This is an optimization exercise on Yosys and OpenROAD, whose aim is small area, not a production implementation.
Only simulation tests tie the RTL to the original design; equivalence was not proved.
No activity file was given, so power comes from the tool's default toggle rates.

===== config.mk =====
export PLATFORM = sky130hd
export DESIGN_NAME = Student_Project
export DESIGN_NICKNAME = Student_Project
export VERILOG_FILES = /design/flow/design.v
export SDC_FILE = /design/flow/constraint.sdc
export NUM_CORES = 4
export LEC_CHECK = 0
export CAP_MARGIN = 20
export CORE_MARGIN = 2
export CORE_UTILIZATION = 40
export PLACE_DENSITY = 0.6
export SLEW_MARGIN = 20

===== constraint.sdc =====
create_clock -name core_clock -period 10.0 [get_ports {M_CLOCK}]
set_input_delay 2.0000 -clock core_clock [delete_from_list [all_inputs] [get_ports {M_CLOCK}]]
set_output_delay 2.0000 -clock core_clock [all_outputs]
set_load 0.01 [all_outputs]

===== design.v =====
`timescale 1ns / 1ps
module Student_Project(input [3:0] IO_PB, input [7:0] IO_DSW, input M_CLOCK, input rst,
							  output reg [7:0] IO_SSEG, output reg [3:0] IO_SSEGD, output [3:0] F_LED, output IO_SSEG_COL, output reg [7:0] IO_LED);
localparam [31:0] CYCLE_COUNT = 32'd98;
reg [31:0] CycleCounter;
reg clock1;
localparam [31:0] CYCLE_COUNT200Hz = 32'd2;
reg [31:0] CycleCounter2;
reg clock2;
reg tick1;
reg tick2;
integer display;
reg [7:0] sequenceLED;
reg [3:0] sequenceHold;
reg [3:0] sequenceHold1;
reg [3:0] sequenceHold2;
reg [3:0] sequenceHold3;
reg [3:0] sequenceHold4;
reg [3:0] sequenceHold5;
reg [3:0] sequenceHold6;
reg [3:0] sequenceHold7;
reg [3:0] score0;
reg [3:0] score1;
integer decrementFlag;
reg [3:0] PBarray;
reg [7:0] score0segs;
reg [7:0] score1segs;
assign F_LED = 4'b0000;
assign IO_SSEG_COL = 1'b1;
always @* begin
	IO_LED[7:0] = sequenceLED;
	{PBarray[0], PBarray[1], PBarray[2], PBarray[3]} = ~IO_PB[3:0];
end
integer i;
integer j;
integer k;
integer l;
integer m;
integer n;
integer p;
integer a;
parameter SHOW = 0;
parameter READY = 1;
reg state;
reg [2:0] round;
reg [2:0] order;
reg [3:0] simonSays;
reg [3:0] simonSays1;
reg [3:0] simonSays2;
reg [3:0] simonSays3;
reg [3:0] simonSays4;
reg [3:0] simonSays5;
reg [3:0] simonSays6;
reg [3:0] simonSays7;
always @(posedge M_CLOCK) begin
	if(rst) begin
		CycleCounter = 0;
		clock1 = 1'b0;
		CycleCounter2 = 0;
		clock2 = 1'b0;
		display = 0;
		IO_SSEGD = 4'b1111;
		IO_SSEG = 8'b11111111;
		sequenceLED = 8'b00000000;
		sequenceHold = 4'b0000;
		sequenceHold1 = 4'b0000;
		sequenceHold2 = 4'b0000;
		sequenceHold3 = 4'b0000;
		sequenceHold4 = 4'b0000;
		sequenceHold5 = 4'b0000;
		sequenceHold6 = 4'b0000;
		sequenceHold7 = 4'b0000;
		score0 = 4'b0000;
		score1 = 4'b0000;
		decrementFlag = 0;
		i = 0;
		j = 0;
		k = 0;
		l = 0;
		m = 0;
		n = 0;
		p = 0;
		a = 0;
		state = SHOW;
		round = 3'b000;
		order = 3'b000;
		simonSays = 4'b0000;
		simonSays1 = 4'b0000;
		simonSays2 = 4'b0000;
		simonSays3 = 4'b0000;
		simonSays4 = 4'b0000;
		simonSays5 = 4'b0000;
		simonSays6 = 4'b0000;
		simonSays7 = 4'b0000;
		tick1 = 1'b0;
		tick2 = 1'b0;
		score0segs = 8'b11000000;
		score1segs = 8'b11000000;
	end
	else begin
	tick1 = (CycleCounter > CYCLE_COUNT) && (clock1 == 1'b0);
	tick2 = (CycleCounter2 > CYCLE_COUNT200Hz) && (clock2 == 1'b0);
		case(score0)
			4'b0000:	score0segs = 8'b11000000;  
			4'b0001: score0segs = 8'b11111001;  
			4'b0010: score0segs = 8'b10100100;  
			4'b0011: score0segs = 8'b10110000;  
			4'b0100: score0segs = 8'b10011001;  
			4'b0101: score0segs = 8'b10010010;  
			4'b0110: score0segs = 8'b10000010;  
			4'b0111: score0segs = 8'b11111000;  
			4'b1000: score0segs = 8'b10000000;  
			4'b1001: score0segs = 8'b10011000;  
			default: score0segs = 8'b11000000;
		endcase
		case(score1)
			4'b0000:	score1segs = 8'b11000000;  
			4'b0001: score1segs = 8'b11111001;  
			4'b0010: score1segs = 8'b10100100;  
			4'b0011: score1segs = 8'b10110000;  
			4'b0100: score1segs = 8'b10011001;  
			4'b0101: score1segs = 8'b10010010;  
			4'b0110: score1segs = 8'b10000010;  
			4'b0111: score1segs = 8'b11111000;  
			4'b1000: score1segs = 8'b10000000;  
			4'b1001: score1segs = 8'b10011000;  
			default: score1segs = 8'b11000000;
		endcase
	if(tick2) begin  
		if(display == 1)
			display = 0;				
		else
			display = display + 1;
		case(display)		
			0: begin
				IO_SSEGD[3:0] = 4'b0111;
				IO_SSEG = score0segs;  
			end
			1: begin
				IO_SSEGD[3:0] = 4'b1011;
				IO_SSEG = score1segs;  
			end
			default: begin
				IO_SSEGD[3:0] = 4'b1111;
				IO_SSEG = 8'b11001100;
			end
		endcase
	end
	if(tick1) begin
		if(state == SHOW) begin  
			if(round == 3'b000) begin  
				simonSays[2] = 1'b1;  
				sequenceLED[7:4] = simonSays;  
				sequenceHold = simonSays;
				score0 = 4'b1001;  
				score1 = 4'b0000;
				decrementFlag = 0;
				state = READY;
			end
			else if(round == 3'b001) begin  
				simonSays[0] = 1'b1;  
				simonSays1[3] = 1'b1;  
				sequenceHold = simonSays;
				sequenceHold1 = simonSays1;
				sequenceLED[7:4] = simonSays;
				i = i + 1;
				if(state == SHOW && i > 1) begin
					i = 0;
					sequenceLED[7:4] = simonSays1;
					state = READY;
				end
			end
			else if(round == 3'b010) begin  
				simonSays[0] = 1'b1;  
				simonSays1[1] = 1'b1;  
				simonSays2[2] = 1'b1;  
				sequenceHold = simonSays;
				sequenceHold1 = simonSays1;
				sequenceHold2 = simonSays2;
				sequenceLED[7:4] = simonSays;
				i = i + 1;
				if(state == SHOW && i > 1) begin
					sequenceLED[7:4] = simonSays1;
					j = j + 1;
					if(state == SHOW && j > 1) begin
						i = 0;
						j = 0;
						sequenceLED[7:4] = simonSays2;
						state = READY;
					end
				end
			end
			else if(round == 3'b011) begin  
				simonSays[3] = 1'b1;  
				simonSays1[2] = 1'b1;  
				simonSays2[1] = 1'b1;  
				simonSays3[0] = 1'b1;  
				sequenceHold = simonSays;
				sequenceHold1 = simonSays1;
				sequenceHold2 = simonSays2;
				sequenceHold3 = simonSays3;
				sequenceLED[7:4] = simonSays;
				i = i + 1;
				if(state == SHOW && i > 1) begin
					sequenceLED[7:4] = simonSays1;
					j = j + 1;
					if(state == SHOW && j > 1) begin
						sequenceLED[7:4] = simonSays2;
						k = k + 1;
						if(state == SHOW && k > 1) begin
							i = 0;
							j = 0;
							k = 0;
							sequenceLED[7:4] = simonSays3;
							state = READY;
						end
					end
				end
			end
			else if(round == 3'b100) begin  
				simonSays[2] = 1'b1;  
				simonSays1[3] = 1'b1;  
				simonSays2[2] = 1'b1;  
				simonSays3[3] = 1'b1;  
				simonSays4[0] = 1'b1;  
				sequenceHold = simonSays;
				sequenceHold1 = simonSays1;
				sequenceHold2 = simonSays2;
				sequenceHold3 = simonSays3;
				sequenceHold4 = simonSays4;
				sequenceLED[7:4] = simonSays;
				i = i + 1;
				if(state == SHOW && i > 1) begin
					sequenceLED[7:4] = simonSays1;
					j = j + 1;
					if(state == SHOW && j > 1) begin
						sequenceLED[7:4] = simonSays2;
						k = k + 1;
						if(state == SHOW && k > 1) begin
							sequenceLED[7:4] = simonSays3;
							l = l + 1;
							if(state == SHOW && l > 1) begin
								i = 0;
								j = 0;
								k = 0;
								l = 0;
								sequenceLED[7:4] = simonSays4;
								state = READY;
							end
						end
					end
				end
			end
			else if(round == 3'b101) begin  
				simonSays[3] = 1'b1;  
				simonSays1[3] = 1'b1;  
				simonSays2[0] = 1'b1;  
				simonSays3[1] = 1'b1;  
				simonSays4[2] = 1'b1;  
				simonSays5[3] = 1'b1;  
				sequenceHold = simonSays;
				sequenceHold1 = simonSays1;
				sequenceHold2 = simonSays2;
				sequenceHold3 = simonSays3;
				sequenceHold4 = simonSays4;
				sequenceHold5 = simonSays5;
				sequenceLED[7:4] = simonSays;
				i = i + 1;
				if(state == SHOW && i > 1) begin
					sequenceLED[7:4] = simonSays1;
					j = j + 1;
					if(state == SHOW && j > 1) begin
						sequenceLED[7:4] = simonSays2;
						k = k + 1;
						if(state == SHOW && k > 1) begin
							sequenceLED[7:4] = simonSays3;
							l = l + 1;
							if(state == SHOW && l > 1) begin
								sequenceLED[7:4] = simonSays4;
								m = m + 1;
								if(state == SHOW && m > 1) begin
									i = 0;
									j = 0;
									k = 0;
									l = 0;
									m = 0;
									sequenceLED[7:4] = simonSays5;
									state = READY;
								end
							end
						end
					end
				end
			end
			else if(round == 3'b110) begin  
				simonSays[2] = 1'b1;  
				simonSays1[1] = 1'b1;  
				simonSays2[3] = 1'b1;  
				simonSays3[0] = 1'b1;  
				simonSays4[1] = 1'b1;  
				simonSays5[2] = 1'b1;  
				simonSays6[2] = 1'b1;  
				sequenceHold = simonSays;
				sequenceHold1 = simonSays1;
				sequenceHold2 = simonSays2;
				sequenceHold3 = simonSays3;
				sequenceHold4 = simonSays4;
				sequenceHold5 = simonSays5;
				sequenceHold6 = simonSays6;
				sequenceLED[7:4] = simonSays;
				i = i + 1;
				if(state == SHOW && i > 1) begin
					sequenceLED[7:4] = simonSays1;
					j = j + 1;
					if(state == SHOW && j > 1) begin
						sequenceLED[7:4] = simonSays2;
						k = k + 1;
						if(state == SHOW && k > 1) begin
							sequenceLED[7:4] = simonSays3;
							l = l + 1;
							if(state == SHOW && l > 1) begin
								sequenceLED[7:4] = simonSays4;
								m = m + 1;
								if(state == SHOW && m > 1) begin
									sequenceLED[7:4] = simonSays5;
									n = n + 1;
									if(state == SHOW && n > 1) begin
										i = 0;
										j = 0;
										k = 0;
										l = 0;
										m = 0;
										n = 0;
										sequenceLED[7:4] = simonSays6;
										state = READY;
									end
								end
							end
						end
					end
				end
			end
			else if(round == 3'b111) begin  
				simonSays[1] = 1'b1;  
				simonSays1[0] = 1'b1;  
				simonSays2[3] = 1'b1;  
				simonSays3[2] = 1'b1;  
				simonSays4[1] = 1'b1;  
				simonSays5[3] = 1'b1;  
				simonSays6[1] = 1'b1;  
				simonSays7[2] = 1'b1;  
				sequenceHold = simonSays;
				sequenceHold1 = simonSays1;
				sequenceHold2 = simonSays2;
				sequenceHold3 = simonSays3;
				sequenceHold4 = simonSays4;
				sequenceHold5 = simonSays5;
				sequenceHold6 = simonSays6;
				sequenceHold7 = simonSays7;
				sequenceLED[7:4] = simonSays;
				i = i + 1;
				if(state == SHOW && i > 1) begin
					sequenceLED[7:4] = simonSays1;
					j = j + 1;
					if(state == SHOW && j > 1) begin
						sequenceLED[7:4] = simonSays2;
						k = k + 1;
						if(state == SHOW && k > 1) begin
							sequenceLED[7:4] = simonSays3;
							l = l + 1;
							if(state == SHOW && l > 1) begin
								sequenceLED[7:4] = simonSays4;
								m = m + 1;
								if(state == SHOW && m > 1) begin
									sequenceLED[7:4] = simonSays5;
									n = n + 1;
									if(state == SHOW && n > 1) begin
										sequenceLED[7:4] = simonSays6;
										p = p + 1;
										if(state == SHOW && p > 1) begin
											i = 0;
											j = 0;
											k = 0;
											l = 0;
											m = 0;
											n = 0;
											p = 0;
											sequenceLED[7:4] = simonSays7;
											state = READY;
										end
									end
								end
							end
						end
					end
				end
			end
			a = 0;
		end
		a = a + 1;
		if(state == READY && a > 1) begin
			a = 0;
			sequenceLED[7:4] = 4'b0000;
		end
		if(state == READY) begin  
			if(round == 3'b000) begin  
				if(sequenceHold == PBarray) begin
					round = 3'b001;
					state = SHOW;
					simonSays = 4'b0000;
					sequenceHold = 4'b0000;
					score0 = score0 + 1'b1;
					if(score0 > 4'b1001) begin
						score0 = score0 - 4'b1010;
						score1 = score1 + 1'b1;
					end
				end
				else begin
				round = 3'b000;
				state = READY;
					if((score0 != 4'b0000) || (score1 != 4'b0000)) begin  
						score0 = score0 - 4'b0001;
						if(decrementFlag == 1) begin
							score0 = 4'b1001;
							score1 = score1 - 4'b0001;
							decrementFlag = 0;
						end
						if(score0 == 0) begin
							decrementFlag = 1;
						end
					end
					else begin
						decrementFlag = 0;
						score0 = 1'b0;
					end
				end
			end
			else if(round == 3'b001) begin  
				if(sequenceHold == PBarray && order == 3'b000) begin
					round = 3'b001;
					state = READY;
					order = 3'b001;
					simonSays = 4'b0000;
					sequenceHold = 4'b0000;
					score0 = score0 + 1'b1;
					if(score0 > 4'b1001) begin
						score0 = score0 - 4'b1010;
						score1 = score1 + 1'b1;
					end
				end
				else if(sequenceHold1 == PBarray && order == 3'b001) begin
					round = 3'b010;  
					state = SHOW;
					order = 3'b000;
					simonSays1 = 4'b0000;
					sequenceHold1 = 4'b0000;
					score0 = score0 + 2'b10;
					if(score0 > 4'b1001) begin
						score0 = score0 - 4'b1010;
						score1 = score1 + 1'b1;
					end
				end
				else begin
				round = 3'b001;
				state = READY;
					if((score0 != 4'b0000) || (score1 != 4'b0000)) begin  
						score0 = score0 - 4'b0001;
						if(decrementFlag == 1) begin
							score0 = 4'b1001;
							score1 = score1 - 4'b0001;
							decrementFlag = 0;
						end
						if(score0 == 0) begin
							decrementFlag = 1;
						end
					end
					else begin
						decrementFlag = 0;
						score0 = 1'b0;
					end
				end
			end
			else if(round == 3'b010) begin  
				if(sequenceHold == PBarray && order == 3'b000) begin
					round = 3'b010;
					state = READY;
					order = 3'b001;
					simonSays = 4'b0000;
					sequenceHold = 4'b0000;
					score0 = score0 + 1'b1;
					if(score0 > 4'b1001) begin
						score0 = score0 - 4'b1010;
						score1 = score1 + 1'b1;
					end
				end
				else if(sequenceHold1 == PBarray && order == 3'b001) begin
					round = 3'b010;
					state = READY;
					order = 3'b010;
					simonSays1 = 4'b0000;
					sequenceHold1 = 4'b0000;
					score0 = score0 + 2'b10;
					if(score0 > 4'b1001) begin
						score0 = score0 - 4'b1010;
						score1 = score1 + 1'b1;
					end
				end
				else if(sequenceHold2 == PBarray && order == 3'b010) begin
					round = 3'b011;
					state = SHOW;
					order = 3'b000;
					simonSays2 = 4'b0000;
					sequenceHold2 = 4'b0000;
					score0 = score0 + 2'b11;
					if(score0 > 4'b1001) begin
						score0 = score0 - 4'b1010;
						score1 = score1 + 1'b1;
					end
				end
				else begin
				round = 3'b010;
				state = READY;
					if((score0 != 4'b0000) || (score1 != 4'b0000)) begin  
						score0 = score0 - 4'b0001;
						if(decrementFlag == 1) begin
							score0 = 4'b1001;
							score1 = score1 - 4'b0001;
							decrementFlag = 0;
						end
						if(score0 == 0) begin
							decrementFlag = 1;
						end
					end
					else begin
						decrementFlag = 0;
						score0 = 1'b0;
					end
				end
			end
			else if(round == 3'b011) begin  
				if(sequenceHold == PBarray && order == 3'b000) begin
					round = 3'b011;
					state = READY;
					order = 3'b001;
					simonSays = 4'b0000;
					sequenceHold = 4'b0000;
					score0 = score0 + 1'b1;
					if(score0 > 4'b1001) begin
						score0 = score0 - 4'b1010;
						score1 = score1 + 1'b1;
					end
				end
				else if(sequenceHold1 == PBarray && order == 3'b001) begin
					round = 3'b011;
					state = READY;
					order = 3'b010;
					simonSays1 = 4'b0000;
					sequenceHold1 = 4'b0000;
					score0 = score0 + 2'b10;
					if(score0 > 4'b1001) begin
						score0 = score0 - 4'b1010;
						score1 = score1 + 1'b1;
					end
				end
				else if(sequenceHold2 == PBarray && order == 3'b010) begin
					round = 3'b011;
					state = READY;
					order = 3'b011;
					simonSays2 = 4'b0000;
					sequenceHold2 = 4'b0000;
					score0 = score0 + 2'b11;
					if(score0 > 4'b1001) begin
						score0 = score0 - 4'b1010;
						score1 = score1 + 1'b1;
					end
				end
				else if(sequenceHold3 == PBarray && order == 3'b011) begin
					round = 3'b100;
					state = SHOW;
					order = 3'b000;
					simonSays3 = 4'b0000;
					sequenceHold3 = 4'b0000;
					score0 = score0 + 3'b100;
					if(score0 > 4'b1001) begin
						score0 = score0 - 4'b1010;
						score1 = score1 + 1'b1;
					end
				end
				else begin
				round = 3'b011;
				state = READY;
					if((score0 != 4'b0000) || (score1 != 4'b0000)) begin  
						score0 = score0 - 4'b0001;
						if(decrementFlag == 1) begin
							score0 = 4'b1001;
							score1 = score1 - 4'b0001;
							decrementFlag = 0;
						end
						if(score0 == 0) begin
							decrementFlag = 1;
						end
					end
					else begin
						decrementFlag = 0;
						score0 = 1'b0;
					end
				end
			end
			else if(round == 3'b100) begin  
				if(sequenceHold == PBarray && order == 3'b000) begin
					round = 3'b100;
					state = READY;
					order = 3'b001;
					simonSays = 4'b0000;
					sequenceHold = 4'b0000;
					score0 = score0 + 1'b1;
					if(score0 > 4'b1001) begin
						score0 = score0 - 4'b1010;
						score1 = score1 + 1'b1;
					end
				end
				else if(sequenceHold1 == PBarray && order == 3'b001) begin
					round = 3'b100;
					state = READY;
					order = 3'b010;
					simonSays1 = 4'b0000;
					sequenceHold1 = 4'b0000;
					score0 = score0 + 2'b10;
					if(score0 > 4'b1001) begin
						score0 = score0 - 4'b1010;
						score1 = score1 + 1'b1;
					end
				end
				else if(sequenceHold2 == PBarray && order == 3'b010) begin
					round = 3'b100;
					state = READY;
					order = 3'b011;
					simonSays2 = 4'b0000;
					sequenceHold2 = 4'b0000;
					score0 = score0 + 2'b11;
					if(score0 > 4'b1001) begin
						score0 = score0 - 4'b1010;
						score1 = score1 + 1'b1;
					end
				end
				else if(sequenceHold3 == PBarray && order == 3'b011) begin
					round = 3'b100;
					state = READY;
					order = 3'b100;
					simonSays3 = 4'b0000;
					sequenceHold3 = 4'b0000;
					score0 = score0 + 3'b100;
					if(score0 > 4'b1001) begin
						score0 = score0 - 4'b1010;
						score1 = score1 + 1'b1;
					end
				end
				else if(sequenceHold4 == PBarray && order == 3'b100) begin
					round = 3'b101;
					state = SHOW;
					order = 3'b000;
					simonSays4 = 4'b0000;
					sequenceHold4 = 4'b0000;
					score0 = score0 + 3'b101;
					if(score0 > 4'b1001) begin
						score0 = score0 - 4'b1010;
						score1 = score1 + 1'b1;
					end
				end
				else begin
				round = 3'b100;
				state = READY;
					if((score0 != 4'b0000) || (score1 != 4'b0000)) begin  
						score0 = score0 - 4'b0001;
						if(decrementFlag == 1) begin
							score0 = 4'b1001;
							score1 = score1 - 4'b0001;
							decrementFlag = 0;
						end
						if(score0 == 0) begin
							decrementFlag = 1;
						end
					end
					else begin
						decrementFlag = 0;
						score0 = 1'b0;
					end
				end
			end
			else if(round == 3'b101) begin  
				if(sequenceHold == PBarray && order == 3'b000) begin
					round = 3'b101;
					state = READY;
					order = 3'b001;
					simonSays = 4'b0000;
					sequenceHold = 4'b0000;
					score0 = score0 + 1'b1;
					if(score0 > 4'b1001) begin
						score0 = score0 - 4'b1010;
						score1 = score1 + 1'b1;
					end
				end
				else if(sequenceHold1 == PBarray && order == 3'b001) begin
					round = 3'b101;
					state = READY;
					order = 3'b010;
					simonSays1 = 4'b0000;
					sequenceHold1 = 4'b0000;
					score0 = score0 + 2'b10;
					if(score0 > 4'b1001) begin
						score0 = score0 - 4'b1010;
						score1 = score1 + 1'b1;
					end
				end
				else if(sequenceHold2 == PBarray && order == 3'b010) begin
					round = 3'b101;
					state = READY;
					order = 3'b011;
					simonSays2 = 4'b0000;
					sequenceHold2 = 4'b0000;
					score0 = score0 + 2'b11;
					if(score0 > 4'b1001) begin
						score0 = score0 - 4'b1010;
						score1 = score1 + 1'b1;
					end
				end
				else if(sequenceHold3 == PBarray && order == 3'b011) begin
					round = 3'b101;
					state = READY;
					order = 3'b100;
					simonSays3 = 4'b0000;
					sequenceHold3 = 4'b0000;
					score0 = score0 + 3'b100;
					if(score0 > 4'b1001) begin
						score0 = score0 - 4'b1010;
						score1 = score1 + 1'b1;
					end
				end
				else if(sequenceHold4 == PBarray && order == 3'b100) begin
					round = 3'b101;
					state = READY;
					order = 3'b101;
					simonSays4 = 4'b0000;
					sequenceHold4 = 4'b0000;
					score0 = score0 + 3'b101;
					if(score0 > 4'b1001) begin
						score0 = score0 - 4'b1010;
						score1 = score1 + 1'b1;
					end
				end
				else if(sequenceHold5 == PBarray && order == 3'b101) begin
					round = 3'b110;
					state = SHOW;
					order = 3'b000;
					simonSays5 = 4'b0000;
					sequenceHold5 = 4'b0000;
					score0 = score0 + 3'b110;
					if(score0 > 4'b1001) begin
						score0 = score0 - 4'b1010;
						score1 = score1 + 1'b1;
					end
				end
				else begin
				round = 3'b101;
				state = READY;
					if((score0 != 4'b0000) || (score1 != 4'b0000)) begin  
						score0 = score0 - 4'b0001;
						if(decrementFlag == 1) begin
							score0 = 4'b1001;
							score1 = score1 - 4'b0001;
							decrementFlag = 0;
						end
						if(score0 == 0) begin
							decrementFlag = 1;
						end
					end
					else begin
						decrementFlag = 0;
						score0 = 1'b0;
					end
				end
			end
			else if(round == 3'b110) begin  
				if(sequenceHold == PBarray && order == 3'b000) begin
					round = 3'b110;
					state = READY;
					order = 3'b001;
					simonSays = 4'b0000;
					sequenceHold = 4'b0000;
					score0 = score0 + 1'b1;
					if(score0 > 4'b1001) begin
						score0 = score0 - 4'b1010;
						score1 = score1 + 1'b1;
					end
				end
				else if(sequenceHold1 == PBarray && order == 3'b001) begin
					round = 3'b110;
					state = READY;
					order = 3'b010;
					simonSays1 = 4'b0000;
					sequenceHold1 = 4'b0000;
					score0 = score0 + 2'b10;
					if(score0 > 4'b1001) begin
						score0 = score0 - 4'b1010;
						score1 = score1 + 1'b1;
					end
				end
				else if(sequenceHold2 == PBarray && order == 3'b010) begin
					round = 3'b110;
					state = READY;
					order = 3'b011;
					simonSays2 = 4'b0000;
					sequenceHold2 = 4'b0000;
					score0 = score0 + 2'b11;
					if(score0 > 4'b1001) begin
						score0 = score0 - 4'b1010;
						score1 = score1 + 1'b1;
					end
				end
				else if(sequenceHold3 == PBarray && order == 3'b011) begin
					round = 3'b110;
					state = READY;
					order = 3'b100;
					simonSays3 = 4'b0000;
					sequenceHold3 = 4'b0000;
					score0 = score0 + 3'b100;
					if(score0 > 4'b1001) begin
						score0 = score0 - 4'b1010;
						score1 = score1 + 1'b1;
					end
				end
				else if(sequenceHold4 == PBarray && order == 3'b100) begin
					round = 3'b110;
					state = READY;
					order = 3'b101;
					simonSays4 = 4'b0000;
					sequenceHold4 = 4'b0000;
					score0 = score0 + 3'b101;
					if(score0 > 4'b1001) begin
						score0 = score0 - 4'b1010;
						score1 = score1 + 1'b1;
					end
				end
				else if(sequenceHold5 == PBarray && order == 3'b101) begin
					round = 3'b110;
					state = READY;
					order = 3'b110;
					simonSays5 = 4'b0000;
					sequenceHold5 = 4'b0000;
					score0 = score0 + 3'b110;
					if(score0 > 4'b1001) begin
						score0 = score0 - 4'b1010;
						score1 = score1 + 1'b1;
					end
				end
				else if(sequenceHold6 == PBarray && order == 3'b110) begin
					round = 3'b111;
					state = SHOW;
					order = 3'b000;
					simonSays6 = 4'b0000;
					sequenceHold6 = 4'b0000;
					score0 = score0 + 3'b111;
					if(score0 > 4'b1001) begin
						score0 = score0 - 4'b1010;
						score1 = score1 + 1'b1;
					end
				end
				else begin
				round = 3'b110;
				state = READY;
					if((score0 != 4'b0000) || (score1 != 4'b0000)) begin  
						score0 = score0 - 4'b0001;
						if(decrementFlag == 1) begin
							score0 = 4'b1001;
							score1 = score1 - 4'b0001;
							decrementFlag = 0;
						end
						if(score0 == 0) begin
							decrementFlag = 1;
						end
					end
					else begin
						decrementFlag = 0;
						score0 = 1'b0;
					end
				end
			end
			else if(round == 3'b111) begin  
				if(sequenceHold == PBarray && order == 3'b000) begin
					round = 3'b111;
					state = READY;
					order = 3'b001;
					simonSays = 4'b0000;
					sequenceHold = 4'b0000;
					score0 = score0 + 1'b1;
					if(score0 > 4'b1001) begin
						score0 = score0 - 4'b1010;
						score1 = score1 + 1'b1;
					end
				end
				else if(sequenceHold1 == PBarray && order == 3'b001) begin
					round = 3'b111;
					state = READY;
					order = 3'b010;
					simonSays1 = 4'b0000;
					sequenceHold1 = 4'b0000;
					score0 = score0 + 2'b10;
					if(score0 > 4'b1001) begin
						score0 = score0 - 4'b1010;
						score1 = score1 + 1'b1;
					end
				end
				else if(sequenceHold2 == PBarray && order == 3'b010) begin
					round = 3'b111;
					state = READY;
					order = 3'b011;
					simonSays2 = 4'b0000;
					sequenceHold2 = 4'b0000;
					score0 = score0 + 2'b11;
					if(score0 > 4'b1001) begin
						score0 = score0 - 4'b1010;
						score1 = score1 + 1'b1;
					end
				end
				else if(sequenceHold3 == PBarray && order == 3'b011) begin
					round = 3'b111;
					state = READY;
					order = 3'b100;
					simonSays3 = 4'b0000;
					sequenceHold3 = 4'b0000;
					score0 = score0 + 3'b100;
					if(score0 > 4'b1001) begin
						score0 = score0 - 4'b1010;
						score1 = score1 + 1'b1;
					end
				end
				else if(sequenceHold4 == PBarray && order == 3'b100) begin
					round = 3'b111;
					state = READY;
					order = 3'b101;
					simonSays4 = 4'b0000;
					sequenceHold4 = 4'b0000;
					score0 = score0 + 3'b101;
					if(score0 > 4'b1001) begin
						score0 = score0 - 4'b1010;
						score1 = score1 + 1'b1;
					end
				end
				else if(sequenceHold5 == PBarray && order == 3'b101) begin
					round = 3'b111;
					state = READY;
					order = 3'b110;
					simonSays5 = 4'b0000;
					sequenceHold5 = 4'b0000;
					score0 = score0 + 3'b110;
					if(score0 > 4'b1001) begin
						score0 = score0 - 4'b1010;
						score1 = score1 + 1'b1;
					end
				end
				else if(sequenceHold6 == PBarray && order == 3'b110) begin
					round = 3'b111;
					state = READY;
					order = 3'b111;
					simonSays6 = 4'b0000;
					sequenceHold6 = 4'b0000;
					score0 = score0 + 3'b111;
					if(score0 > 4'b1001) begin
						score0 = score0 - 4'b1010;
						score1 = score1 + 1'b1;
					end
				end
				else if(sequenceHold7 == PBarray && order == 3'b111) begin
					round = 3'b000;  
					state = SHOW;
					order = 3'b000;
					simonSays7 = 4'b0000;
					sequenceHold7 = 4'b0000;
					score0 = score0 + 4'b1000;
					if(score0 > 4'b1001) begin
						score0 = score0 - 4'b1010;
						score1 = score1 + 1'b1;
					end
				end
				else begin
				round = 3'b111;
				state = READY;
					if((score0 != 4'b0000) || (score1 != 4'b0000)) begin  
						score0 = score0 - 4'b0001;
						if(decrementFlag == 1) begin
							score0 = 4'b1001;
							score1 = score1 - 4'b0001;
							decrementFlag = 0;
						end
						if(score0 == 0) begin
							decrementFlag = 1;
						end
					end
					else begin
						decrementFlag = 0;
						score0 = 1'b0;
					end
				end
			end
		end
	end
	if(CycleCounter <= CYCLE_COUNT)	begin
		CycleCounter = CycleCounter + 1;
	end
	else begin
		CycleCounter = 0;
		clock1 = ~clock1;
	end
	if(CycleCounter2 <= CYCLE_COUNT200Hz)	begin
		CycleCounter2 = CycleCounter2 + 1;
	end
	else begin
		CycleCounter2 = 0;
		clock2 = ~clock2;
	end
	end
end
endmodule

===== run.sh =====
#!/bin/bash
# synth_recipe.tcl (not shown) runs the flow's synth.tcl, then flattens the netlist and writes it again
# the make line also repeats each setting of config.mk as NAME=value (left out here)
make -C /OpenROAD-flow-scripts/flow DESIGN_CONFIG=/design/flow/config.mk WORK_HOME=/design/flow/orfs CLKGATE_MAP_FILE= SYNTH_SCRIPT=/design/flow/synth_recipe.tcl finish

==> notes.md <==
The floorplan step defined a die boundary enclosing 0.0873 mm^2. Setup violations remaining at the end of the flow were counted as 0. The area growth from synthesis to layout is 9.11%.

For the final hold violation count, the log shows 0. The worst setup path is launched from a primary input. Input and output buffers added on the ports amount to 18.

Clock-pin slew was measured on the worst setup and hold paths at 0.06 ns. The post-CTS setup repair buffer count was 0; the largest net degree at the start of global routing was 85. Data arrives at the worst endpoint at 7.66 ns. The tools report the register-to-register path setup slack as 3.41 ns. The total negative slack is 0 ns, and the total number of vias is 35697. The worst setup path is of the primary input to flop kind. Gates resized during post-CTS repair numbered 0. The number of antenna diodes in the final layout is 0. The peak fanout along the critical path came out at 19. TritonCTS built the clock tree.

The detail-routed net length per standard cell was 19.9 um; the wire length reported by the detailed router was 113 mm. TritonCTS created 58 clock buffers. Number of antenna violations at the first check in global routing: 2.

Timing would allow up to 140 MHz. For the finished layout, the period the worst path requires is 7.12 ns. From left edge to right edge, the die measures 296 um. For this configuration, the core starts out at a cell density of 40.5%. Measured on the finished design, the core utilization comes to 44.2%. Counting flops and latches in the post-synthesis netlist gives 488.

The number of max-cap violations is 0. For this run, the leading register cell type out of synthesis is sky130_fd_sc_hd__dfxtp_1. From bottom edge to top edge, the die measures 296 um. For this design the top-level I/O count stands at 39.

The flow ran to the end and the layout has no timing, DRC or antenna violations. Setup repair after global routing left no endpoint under its margin. The cell count of the worst hold path came out at 2.

For the final database, setup skew stands at 0.0401 ns. For the number of optimization iterations in the first detailed-route pass, the log shows 9. The run gives 23.9% as the max-slew headroom at the worst pin.

Once detail routing completed, the nets flagged for antenna violations numbered 0. Hold timing on the final database bottoms out at a slack of 0.449 ns. The tools report the weighted congestion reported at the end of routability-driven placement as 1.03. The leakage power is 12.4 nW, and the number of clock sinks is 488. Detailed placement ended at an HPWL of 75.2 mm.

Of all flip-flops after synthesis, the portion carrying an async set or reset was 0%. Hold repair after CTS inserted 0 buffers. Data on the critical path is required at its endpoint by 10.53 ns. The tools report the number of nets at the end of the flow as 4601. The detailed router's first-iteration violation count was 4082. The floorplan has 106 rows.

For the maximum vdd drop, the log shows 146 uV. The mean cell area of the mapped netlist is 7.27 um^2. For this run the aggregate overflow at the end of global routing stands at 0.

Number of filler instances in the final layout: 8586. The post-synthesis cell count was 4679; the remaining routing DRC violations was 0. For the count of unique library cells instantiated by Yosys, the log shows 118. In this run, synthesis inferred 0 flip-flops with an integrated enable. Total of warnings raised by yosys: 1. The cell area that synthesis handed to floorplanning was 0.0340 mm^2. For the worst-skew pair, the clock arrives at the later sink with an insertion delay of 0.65 ns.

The run gives 0.0840 mm^2 as the placeable core region. The root buffer cell chosen for the clock tree is sky130_fd_sc_hd__clkbuf_16. In this run the power density over the cells is 167 mW/mm^2. The class of the most critical hold timing path is flop to flop. The actual transition at the worst max-transition pin was 1.14 ns; the deepest clock path buffer count was 3. For the worst flop-to-flop path, the logic depth is 17. Dividing the detail-routed via count by the number of cells gives 6.25.

In this run the worst setup path begins at IO_PB[0]. The first global-routing pass estimated 180 mm of wire. In the final layout, the share of cells above drive strength 1 is 6.84%.

The run gives 25.1% as the overall global routing resource usage. Sequential fraction of the synthesis area: 28.7%. Type of element capturing the critical path: a flop. The worst path uses 71.2% of the clock period. The tools report the deepest level of the CTS H-tree as 2. The final max-slew violation count came out at 0. The tools report the number of global-route vias before repair as 32153.

The worst register-to-register path begins at round[1].
-- cells in the final DEF (no fill, tap or decap), drive strengths merged, types with 45 or more instances in the layout --
cell type	count
conb	66
inv	110
or4	50
ha	59
nor2	516
and2	72
nor4	108
or3	113
xor2	45
a31oi	95
nand2	325
nand3	187
xnor2	120
dfxtp	488
o21ai	397
buf	75
nor3	161
a21oi	434
clkbuf	74
a22oi	51
and3	85
nand4	138
-- critical path, stage by stage --
cell and delay [ns]:
sky130_fd_sc_hd__clkdlybuf4s50_1 0.93, sky130_fd_sc_hd__xor2_1 0.26, sky130_fd_sc_hd__nand2_1 0.08, sky130_fd_sc_hd__o221a_2 0.27, sky130_fd_sc_hd__a221oi_1 0.54, sky130_fd_sc_hd__and2_1 0.93, sky130_fd_sc_hd__nor3_2 0.40, sky130_fd_sc_hd__a21oi_1 0.23
sky130_fd_sc_hd__a31oi_1 0.15, sky130_fd_sc_hd__a221o_1 0.35, sky130_fd_sc_hd__a211oi_1 0.66, sky130_fd_sc_hd__mux2i_1 0.35, sky130_fd_sc_hd__mux2_2 0.35, sky130_fd_sc_hd__o211ai_1 0.15
-- Yosys cell counts, drive strengths merged, types with 29 or more instances --
master	number	area, um^2
nor2	516	1950
dfxtp	488	9770
a21oi	434	2180
o21ai	397	1990
nand2	325	1220
clkbuf	278	1040
nand3	187	936
nor3	161	836
nand4	138	885
xnor2	120	1050
or3	113	712
nor4	108	768
inv	107	402
a31oi	95	601
buf	89	477
and3	85	532
and2	72	452
ha	59	738
a22oi	51	383
or4	50	383
xor2	45	394
a211oi	44	335
o211ai	42	315
nor2b	38	238
or2	36	225
and4	35	307
mux2i	35	350
nand3b	34	255
o22ai	31	194
o31ai	31	251
a311oi	29	254
-- power by group --
part | switching [mW] | total, mW | internal, mW | leakage, nW
logic | 1.19 | 1.75 | 0.556 | 7.34
clock network | 0.917 | 2.37 | 1.46 | 1.05
registers | 0.0625 | 2.07 | 2.01 | 3.96
-- metrics by stage --
step | setup WS (ns) | area, um^2 | power [mW] | std cells
final | 2.88 | 37100 | 6.19 | 5712
after global routing | 2.68 | 37100 | 6.46 | 5712
after CTS | 3.13 | 37100 | 6.18 | 5712
after detailed placement | 2.51 | 34900 | 3.79 | 5602
after global placement | 2.54 | 34900 | 3.79 | 5602
after floorplan | 4.23 | 34200 | 3.27 | 4743
-- cells by family (layout without fill, tap and decap cells) --
logic type	count (synthesis)	after routing	share of synthesized area (%)
xor+xnor	165	165	4.25
fa+ha+maj	62	62	2.26
mux	44	44	1.33
buf+inv	476	311	5.68
compound gates	1442	1442	26.7
other cells	2	66	0.0221
simple gates	2000	2000	31.0
flops	488	488	28.7
-- how the worst min path moves through the flow --
stage,startpoint,endpoint
6_report,sequenceHold4[1],sequenceHold4[1]
5_1_grt,flop,IO_SSEG[1]
4_1_cts,flop,IO_SSEG[1]
3_5_place_dp,sequenceHold[2],sequenceHold[2]
3_3_place_gp,sequenceHold4[1],sequenceHold4[1]
2_1_floorplan,decrementFlag[27],decrementFlag[27]
-- routing by layer --
layer | GRT usage, % | wire [um]
met1 | 35.0 | 51100
met2 | 38.0 | 47900
met3 | 4.79 | 9900
met4 | 9.79 | 4640
met5 | 0 | 0
-- area by class of cell --
cell class              instances  area (um^2)  area share, %
multi-input cells            3779        22600           60.9
flip-flops and latches        488         9770           26.3
clock buffers                  74         1610           4.35
well taps                    1134         1420           3.82
repair buffers                 92          741           2.00
clock inverters                36          552           1.49
inverters                     109          409           1.10

[port drivers added, routing unchanged]
The flow's constraints put no driver on any port. The routed layout listed below was extracted and timed again, unchanged, in two steps. Step 1: set_driving_cell puts a clkbuf_16 on M_CLOCK and a buf_2 on each other input, an assumption about the parent block. Step 2 moves the port delays by t, midway between the first and last clock arrival at a register: inputs arrive t later, outputs are due t later. That takes back most of the time a late clock gives input paths. Slacks: ideal / step 1 / step 2; pairs: ideal / step 1.
t, ns: 0.699
slack for setup (ns): 2.876 / 2.920 / 2.221
worst setup path at the end: input to register
worst slew at a driven data input, ns: 0.05
After both steps this run still meets setup and hold. The setup slack of this run moves by +0.044 ns with the drivers and by -0.655 ns with both steps.
